Context: an optimization exercise on an open-source flow, tuned for small area, a short achievable clock period and few clock cycles per item. The choices shown serve that exercise and are no tape-out recipe.
At most, simulation tests tie the RTL to the original design; equivalence was not proved.

==> v19 <==
==> flow/design.v <==
`timescale 1ns / 1ps
module k_table(
    input [5:0] round,
    output reg [31:0] constant
    );
    always @*
    begin
    case (round)
        6'h00 : constant <= 32'h428a2f98;
        6'h01 : constant <= 32'h71374491;
        6'h02 : constant <= 32'hb5c0fbcf;
        6'h03 : constant <= 32'he9b5dba5;
        6'h04 : constant <= 32'h3956c25b;
        6'h05 : constant <= 32'h59f111f1;
        6'h06 : constant <= 32'h923f82a4;
        6'h07 : constant <= 32'hab1c5ed5;
        6'h08 : constant <= 32'hd807aa98;
        6'h09 : constant <= 32'h12835b01;
        6'h0a : constant <= 32'h243185be;
        6'h0b : constant <= 32'h550c7dc3;
        6'h0c : constant <= 32'h72be5d74;
        6'h0d : constant <= 32'h80deb1fe;
        6'h0e : constant <= 32'h9bdc06a7;
        6'h0f : constant <= 32'hc19bf174;
        6'h10 : constant <= 32'he49b69c1;
        6'h11 : constant <= 32'hefbe4786;
        6'h12 : constant <= 32'h0fc19dc6;
        6'h13 : constant <= 32'h240ca1cc;
        6'h14 : constant <= 32'h2de92c6f;
        6'h15 : constant <= 32'h4a7484aa;
        6'h16 : constant <= 32'h5cb0a9dc;
        6'h17 : constant <= 32'h76f988da;
        6'h18 : constant <= 32'h983e5152;
        6'h19 : constant <= 32'ha831c66d;
        6'h1a : constant <= 32'hb00327c8;
        6'h1b : constant <= 32'hbf597fc7;
        6'h1c : constant <= 32'hc6e00bf3;
        6'h1d : constant <= 32'hd5a79147;
        6'h1e : constant <= 32'h06ca6351;
        6'h1f : constant <= 32'h14292967;
        6'h20 : constant <= 32'h27b70a85;
        6'h21 : constant <= 32'h2e1b2138;
        6'h22 : constant <= 32'h4d2c6dfc;
        6'h23 : constant <= 32'h53380d13;
        6'h24 : constant <= 32'h650a7354;
        6'h25 : constant <= 32'h766a0abb;
        6'h26 : constant <= 32'h81c2c92e;
        6'h27 : constant <= 32'h92722c85;
        6'h28 : constant <= 32'ha2bfe8a1;
        6'h29 : constant <= 32'ha81a664b;
        6'h2a : constant <= 32'hc24b8b70;
        6'h2b : constant <= 32'hc76c51a3;
        6'h2c : constant <= 32'hd192e819;
        6'h2d : constant <= 32'hd6990624;
        6'h2e : constant <= 32'hf40e3585;
        6'h2f : constant <= 32'h106aa070;
        6'h30 : constant <= 32'h19a4c116;
        6'h31 : constant <= 32'h1e376c08;
        6'h32 : constant <= 32'h2748774c;
        6'h33 : constant <= 32'h34b0bcb5;
        6'h34 : constant <= 32'h391c0cb3;
        6'h35 : constant <= 32'h4ed8aa4a;
        6'h36 : constant <= 32'h5b9cca4f;
        6'h37 : constant <= 32'h682e6ff3;
        6'h38 : constant <= 32'h748f82ee;
        6'h39 : constant <= 32'h78a5636f;
        6'h3a : constant <= 32'h84c87814;
        6'h3b : constant <= 32'h8cc70208;
        6'h3c : constant <= 32'h90befffa;
        6'h3d : constant <= 32'ha4506ceb;
        6'h3e : constant <= 32'hbef9a3f7;
        default: constant <= 32'hc67178f2;
endcase
end
endmodule
`timescale 1ns / 1ps
module sha_round(a, b, c, d, e, f, g, p, a_out, e_out);
input [31:0] a;
input [31:0] b;
input [31:0] c;
input [31:0] d;
input [31:0] e;
input [31:0] f;
input [31:0] g;
input [31:0] p;
output [31:0] a_out;
output [31:0] e_out;
function [63:0] csa;
    input [31:0] x;
    input [31:0] y;
    input [31:0] z;
    reg [31:0] cy;
    begin
        cy = (x & y) | (z & (x | y));
        csa = {cy[30:0], 1'b0, x ^ y ^ z};
    end
endfunction
function [63:0] c42;
    input [31:0] x;
    input [31:0] y;
    input [31:0] z;
    input [31:0] w;
    reg [31:0] t, co, ci, cy;
    begin
        co = (x & y) | (z & (x | y));
        ci = {co[30:0], 1'b0};
        t = x ^ y ^ z;
        cy = ((t ^ w) & ci) | (~(t ^ w) & w);
        c42 = {cy[30:0], 1'b0, t ^ w ^ ci};
    end
endfunction
wire [31:0] ch = (e & f) ^ (~e & g);
wire [31:0] ma = (a & b) | (c & (a | b));
wire [31:0] sum0 = {a[1:0], a[31:2]} ^ {a[12:0], a[31:13]} ^ {a[21:0], a[31:22]};
wire [31:0] sum1 = {e[5:0], e[31:6]} ^ {e[10:0], e[31:11]} ^ {e[24:0], e[31:25]};
wire [63:0] e2 = c42(p, d, ch, sum1);
assign e_out = e2[31:0] + e2[63:32];
wire [63:0] a2 = c42(ch, ma, sum0, sum1);
wire [63:0] a3 = csa(p, a2[31:0], a2[63:32]);
assign a_out = a3[31:0] + a3[63:32];
endmodule
`timescale 1ns / 1ps
module message_schedule(w0, w1, w9, w14, message);
input [31:0] w0;
input [31:0] w1;
input [31:0] w9;
input [31:0] w14;
output [31:0] message;
wire [31:0] s0 = {w1[6:0], w1[31:7]} ^ {w1[17:0], w1[31:18]} ^ {3'b0, w1[31:3]};
wire [31:0] s1 = {w14[16:0], w14[31:17]} ^ {w14[18:0], w14[31:19]} ^ {10'b0, w14[31:10]};
wire [31:0] p = w0 ^ w9 ^ s0;
wire [31:0] pc = (w0 & w9) | (s0 & (w0 | w9));
wire [31:0] pcs = {pc[30:0], 1'b0};
wire [31:0] q = p ^ pcs ^ s1;
wire [31:0] qc = (p & pcs) | (s1 & (p | pcs));
wire [31:0] qcs = {qc[30:0], 1'b0};
assign message = q + qcs;
endmodule
`timescale 1ns / 1ps
`timescale 1ns / 1ps
module block_solver (
	input clk,
	input rst_n,
	input [255:0] midstate,
	input [95:0] header_leftovers,
	input [255:0] target,
	input [31:0] nonce_start,
	output [2:0] state_out,
	output [31:0] current_nonce
);
localparam integer NP = 2;    
reg [5:0] t;         
reg ld;              
reg q61, q62, q63;   
reg p0, p1;          
reg [1:0] fill;      
reg done;
reg nosol;
reg [31:0] cur;      
reg [31:0] cur_o;
reg done_o, nosol_o;
reg [31:0] mwa, mwe;  
reg [31:0] k_in;     
reg [31:0] k_out;    
reg [31:0] twa, twe;  
reg [1:0] lp;        
wire [31:0] k_rom;
k_table constants (.round(ld ? 6'd1 : (t == 6'd63 ? 6'd0 : t + 6'd2)), .constant(k_rom));
wire [31:0] feed = cur + (fill == 2'd2 ? 2 * NP : (fill == 2'd1 ? NP : 0));
reg [31:0] in_alt;
always @(*) begin
	in_alt = 32'h0;
	if (ld) in_alt = 32'h00000280;
	else case (t)
		6'd49: in_alt = header_leftovers[95:64];
		6'd50: in_alt = header_leftovers[63:32];
		6'd51: in_alt = header_leftovers[31:0];
		6'd53: in_alt = 32'h80000000;
		default: in_alt = 32'h0;
	endcase
end
wire in_nonce = !ld && t == 6'd52;
wire in_comp = !ld && (t < 6'd48);
wire [31:0] out_alt = p0 ? 32'h00000100 : (!ld && t == 6'd58 ? 32'h80000000 : 32'h0);
wire out_comp = !ld && !p0 && (t <= 6'd48);
always @(posedge clk) begin
	if (!ld && t == 6'd60) begin
		mwa <= midstate[159:128]; mwe <= midstate[31:0];
	end else if (q61) begin
		mwa <= midstate[191:160]; mwe <= midstate[63:32];
	end else if (q62) begin
		mwa <= midstate[223:192]; mwe <= midstate[95:64];
	end else begin
		mwa <= midstate[255:224]; mwe <= midstate[127:96];
	end
	lp <= q61 ? 2'd0 : lp + 2'd1;
	k_in <= k_rom;
	k_out <= k_in;
end
wire [NP-1:0] found;
localparam [255:0] IV = {
	32'h6a09e667, 32'hbb67ae85, 32'h3c6ef372, 32'ha54ff53a,
	32'h510e527f, 32'h9b05688c, 32'h1f83d9ab, 32'h5be0cd19};
always @(*) begin
	case (lp)
	2'd0: begin twa = target[127:96]; twe = target[255:224]; end
	2'd1: begin twa = target[95:64];  twe = target[223:192]; end
	2'd2: begin twa = target[63:32];  twe = target[191:160]; end
	default: begin twa = target[31:0]; twe = target[159:128]; end
	endcase
end
reg [31:0] ia_w, ie_w;
always @(*) begin
	case (lp)
	2'd0: begin ia_w = IV[159:128]; ie_w = IV[31:0];   end
	2'd1: begin ia_w = IV[191:160]; ie_w = IV[63:32];  end
	2'd2: begin ia_w = IV[223:192]; ie_w = IV[95:64];  end
	default: begin ia_w = IV[255:224]; ie_w = IV[127:96]; end
	endcase
end
function [1:0] cmp32;
	input [31:0] x;
	input [31:0] y;
	reg [31:0] lt, gt;
	integer l, i;
	begin
		lt = ~x & y;
		gt = x & ~y;
		for (l = 1; l < 32; l = l * 2)
			for (i = 0; i < 32; i = i + 2 * l) begin
				lt[i] = lt[i + l] | (~gt[i + l] & lt[i]);
				gt[i] = gt[i + l] | (~lt[i + l] & gt[i]);
			end
		cmp32 = {lt[0], gt[0]};
	end
endfunction
genvar j, k;
generate
	for (j = 0; j < NP; j = j + 1) begin : pipe
		wire [223:0] st [0:1];
		wire [31:0] h1a, h1e;
		for (k = 0; k < 2; k = k + 1) begin : eng
			reg [223:0] s;       
			reg [511:0] w;
			reg [31:0] p;
			wire [31:0] a_out, e_out;
			wire [31:0] wnew;
			wire eld = k ? p0 : ld;             
			wire e63 = k ? ld : q63;            
			wire [223:0] init = k ? IV[255:32] : midstate[255:32];
			wire [31:0] init_h = k ? IV[31:0] : midstate[31:0];
			wire [31:0] kn = k ? k_out : k_in;
			sha_round core_op (
				.a(s[223:192]), .b(s[191:160]), .c(s[159:128]), .d(s[127:96]),
				.e(s[95:64]), .f(s[63:32]), .g(s[31:0]), .p(p),
				.a_out(a_out), .e_out(e_out));
			message_schedule messages (
				.w0(w[31:0]), .w1(w[63:32]), .w9(w[9*32 +: 32]), .w14(w[14*32 +: 32]),
				.message(wnew));
			wire hcomp = k ? out_comp : in_comp;
			wire [31:0] halt = k ? out_alt : (in_nonce ? feed + j : in_alt);
			wire [31:0] head = hcomp ? wnew : halt;
			wire [511:0] shifted = {head, w[511:32]};
			wire [31:0] hn = s[31:0];
			wire [31:0] wn = w[63:32];
			wire [31:0] pc = (hn & kn) | (wn & (hn | kn));
			wire [31:0] p_next = (hn ^ kn ^ wn) + {pc[30:0], 1'b0};
			always @(posedge clk) begin
				s[223:32] <= eld ? init[223:32] : {a_out, s[223:128], e_out, s[95:64]};
				s[31:0] <= eld ? init[31:0] : (e63 ? init_h : s[63:32]);
				p <= p_next;
				if (k) begin
					w[511:384] <= shifted[511:384];
					w[383:352] <= q61 ? h1e : shifted[383:352];                 
					w[351:320] <= shifted[351:320];
					w[319:288] <= q62 ? h1e : shifted[319:288];                 
					w[287:256] <= shifted[287:256];
					w[255:224] <= q61 ? h1a : (q63 ? h1e : shifted[255:224]);   
					w[223:192] <= shifted[223:192];
					w[191:160] <= q62 ? h1a : (ld ? h1e : shifted[191:160]);    
					w[159:128] <= shifted[159:128];
					w[127:96]  <= q63 ? h1a : shifted[127:96];                  
					w[95:64]   <= shifted[95:64];
					w[63:32]   <= ld ? h1a : shifted[63:32];                    
					w[31:0]    <= shifted[31:0];
				end else begin
					w <= shifted;
				end
			end
			assign st[k] = s;
		end
		assign h1a = st[0][223:192] + mwa;
		assign h1e = st[0][95:64] + mwe;
		wire [31:0] h2a = st[1][223:192] + ia_w;
		wire [31:0] h2e = st[1][95:64] + ie_w;
		wire [31:0] hva = {h2a[7:0], h2a[15:8], h2a[23:16], h2a[31:24]};
		wire [31:0] hve = {h2e[7:0], h2e[15:8], h2e[23:16], h2e[31:24]};
		wire hi_lt, hi_gt, lo_lt, lo_gt;
		assign {hi_lt, hi_gt} = cmp32(hve, twe);
		assign {lo_lt, lo_gt} = cmp32(hva, twa);
		reg hlt, hgt, llt, lgt;    
		always @(posedge clk) begin
			hlt <= (hlt | (!hgt & hi_lt)) & !q62 | q62 & hi_lt;
			hgt <= (hgt | (!hlt & hi_gt)) & !q62 | q62 & hi_gt;
			llt <= (llt | (!lgt & lo_lt)) & !q62 | q62 & lo_lt;
			lgt <= (lgt | (!llt & lo_gt)) & !q62 | q62 & lo_gt;
		end
		assign found[j] = hlt | (!hgt & llt);
	end
endgenerate
reg stop;
reg stop_found;
reg [31:0] inc;
integer i;
always @(*) begin
	stop = 1'b0;
	stop_found = 1'b0;
	inc = NP;
	for (i = NP - 1; i >= 0; i = i - 1) begin
		if (found[i] || cur == 32'hffffffff - i) begin
			stop = 1'b1;
			stop_found = found[i];
			inc = i;
		end
	end
end
wire step = p1 && !done && fill == 2'd2;
always @(posedge clk) begin
	if (!rst_n) begin
		t <= 6'd49;
		ld <= 1'b0;
		q61 <= 1'b0;
		q62 <= 1'b0;
		q63 <= 1'b0;
		p0 <= 1'b0;
		p1 <= 1'b0;
		fill <= 2'd0;
		done <= 1'b0;
		nosol <= 1'b0;
		cur <= nonce_start;
	end else begin
		if (!ld) t <= t + 6'd1;
		q61 <= !ld && (t == 6'd60);
		q62 <= q61;
		q63 <= q62;
		ld <= q63;
		p0 <= ld;
		p1 <= p0;
		cur <= cur + (step ? inc : 32'd0);
		if (p1 && !done) begin
			if (fill != 2'd2) begin
				fill <= fill + 2'd1;
			end else if (stop) begin
				done <= 1'b1;
				nosol <= !stop_found;
			end
		end
	end
end
always @(posedge clk) begin
	cur_o <= cur;
	done_o <= rst_n && done;
	nosol_o <= nosol;
end
assign state_out = {1'b0, done_o, nosol_o};
assign current_nonce = cur_o;
endmodule
==> flow/flow/run.sh <==
#!/bin/bash
set -euo pipefail
export SETUP_SLACK_MARGIN=11.6
export BUFFER_PORTS_ARGS="-buffer_cell sky130_fd_sc_hd__buf_1"
bash standard.sh > standard.log 2>&1
==> flow/standard.sh <==
#!/bin/bash
# synth_recipe.tcl (not shown) runs the flow's synth.tcl, then flattens the netlist and writes it again
# the make line also repeats each setting of config.mk as NAME=value (left out here)
make -C /OpenROAD-flow-scripts/flow DESIGN_CONFIG=/design/flow/config.mk WORK_HOME=/design/flow/orfs CLKGATE_MAP_FILE= SYNTH_SCRIPT=/design/flow/synth_recipe.tcl "${@:-finish}"
==> flow/config.mk <==
export PLATFORM = sky130hd
export DESIGN_NAME = block_solver
export DESIGN_NICKNAME = block_solver
export VERILOG_FILES = /design/flow/design.v
export SDC_FILE = /design/flow/constraint.sdc
export NUM_CORES = 8
export LEC_CHECK = 0
export ABC_AREA = 1
export CAP_MARGIN = 20
export CORE_MARGIN = 2
export CORE_UTILIZATION = 58
export PLACE_DENSITY = 0.7
export SLEW_MARGIN = 20
export SYNTH_HIERARCHICAL = 1
export SYNTH_MINIMUM_KEEP_SIZE = 400
==> flow/constraint.sdc <==
create_clock -name core_clock -period 16.0 [get_ports {clk}]
set_input_delay 3.2000 -clock core_clock [delete_from_list [all_inputs] [get_ports {clk}]]
set_output_delay 3.2000 -clock core_clock [all_outputs]
set_load 0.01 [all_outputs]
==> inputs of v24, as changes to v19 <==
--- a/flow/design.v
+++ b/flow/design.v
@@ -158,6 +158,4 @@
 reg nosol;
 reg [31:0] cur;      
-reg [31:0] cur_o;
-reg done_o, nosol_o;
 reg [31:0] mwa, mwe;  
 reg [31:0] k_in;     
@@ -194,4 +192,13 @@
 		mwa <= midstate[255:224]; mwe <= midstate[127:96];
 	end
+	if (q61) begin
+		twa <= target[127:96];    twe <= target[255:224];
+	end else if (q62) begin
+		twa <= target[95:64];     twe <= target[223:192];
+	end else if (q63) begin
+		twa <= target[63:32];     twe <= target[191:160];
+	end else begin
+		twa <= target[31:0];      twe <= target[159:128];
+	end
 	lp <= q61 ? 2'd0 : lp + 2'd1;
 	k_in <= k_rom;
@@ -202,12 +209,4 @@
 	32'h6a09e667, 32'hbb67ae85, 32'h3c6ef372, 32'ha54ff53a,
 	32'h510e527f, 32'h9b05688c, 32'h1f83d9ab, 32'h5be0cd19};
-always @(*) begin
-	case (lp)
-	2'd0: begin twa = target[127:96]; twe = target[255:224]; end
-	2'd1: begin twa = target[95:64];  twe = target[223:192]; end
-	2'd2: begin twa = target[63:32];  twe = target[191:160]; end
-	default: begin twa = target[31:0]; twe = target[159:128]; end
-	endcase
-end
 reg [31:0] ia_w, ie_w;
 always @(*) begin
@@ -358,10 +357,5 @@
 	end
 end
-always @(posedge clk) begin
-	cur_o <= cur;
-	done_o <= rst_n && done;
-	nosol_o <= nosol;
-end
-assign state_out = {1'b0, done_o, nosol_o};
-assign current_nonce = cur_o;
+assign state_out = {1'b0, done, nosol};
+assign current_nonce = cur;
 endmodule
Settings changed: CORE_UTILIZATION 58 to 55, PLACE_DENSITY 0.7 to 0.85, SYNTH_MINIMUM_KEEP_SIZE 400 to 1500.
==> summary of the runs <==
In v24 the die area is higher than in v19, by 3.8%.
Against v19, the synthesized area of v24 is lower by 1.5%.
Of v24 and v19, v19 has the higher global-route usage (gap 5.6 points).
Routed wire length: v19 is larger than v24 (about 7%).
In v24 the synthesized cell count is lower than in v19, by about 3.5%.
Of v19 and v24, v24 has the higher register-to-register slack (gap 0.03 ns).
Of v24 and v19, v24 has the higher count of clock-buffer cells in the layout (gap 13).
Between v19 and v24, the lower sequential share of layout area is in v19 (gap 0.89 points).
Testbench counts of v24, summed over its fixed seeds: cycles 438,127, nonces 13,087.
Only the layout flow was run in v19; the RTL was not checked for function there.

[static timing again, ports no longer ideal]
The flow's constraints put no driver on any port. The routed layouts listed below were extracted and timed again, unchanged, in two steps.
Step 1: set_driving_cell puts a clkbuf_16 on clk and a buf_2 on each other input, an assumption about the parent block.
Step 2 adds t to the input delays and takes it off the output delays; t is the mean of the earliest and latest rising clock arrival at the registers after step 1. Input paths then give back, and output paths get back, about the clock's delay inside the block.
a / b / c = no drivers / after step 1 / after step 2; a / b = the first two.
| run | shift t [ns] | setup WS [ns] | worst data-port slew with drivers (ns) |
|---|---|---|---|
| v19 | 1.079 | 11.281 / 11.163 / 10.617 | 0.35 |
| v24 | 1.079 | 11.274 / 11.152 / 10.911 | 0.16 |
After both steps every run listed still meets setup and hold. The setup slack of v19, which loses most, moves by -0.118 ns with the drivers and by -0.664 ns with both steps.
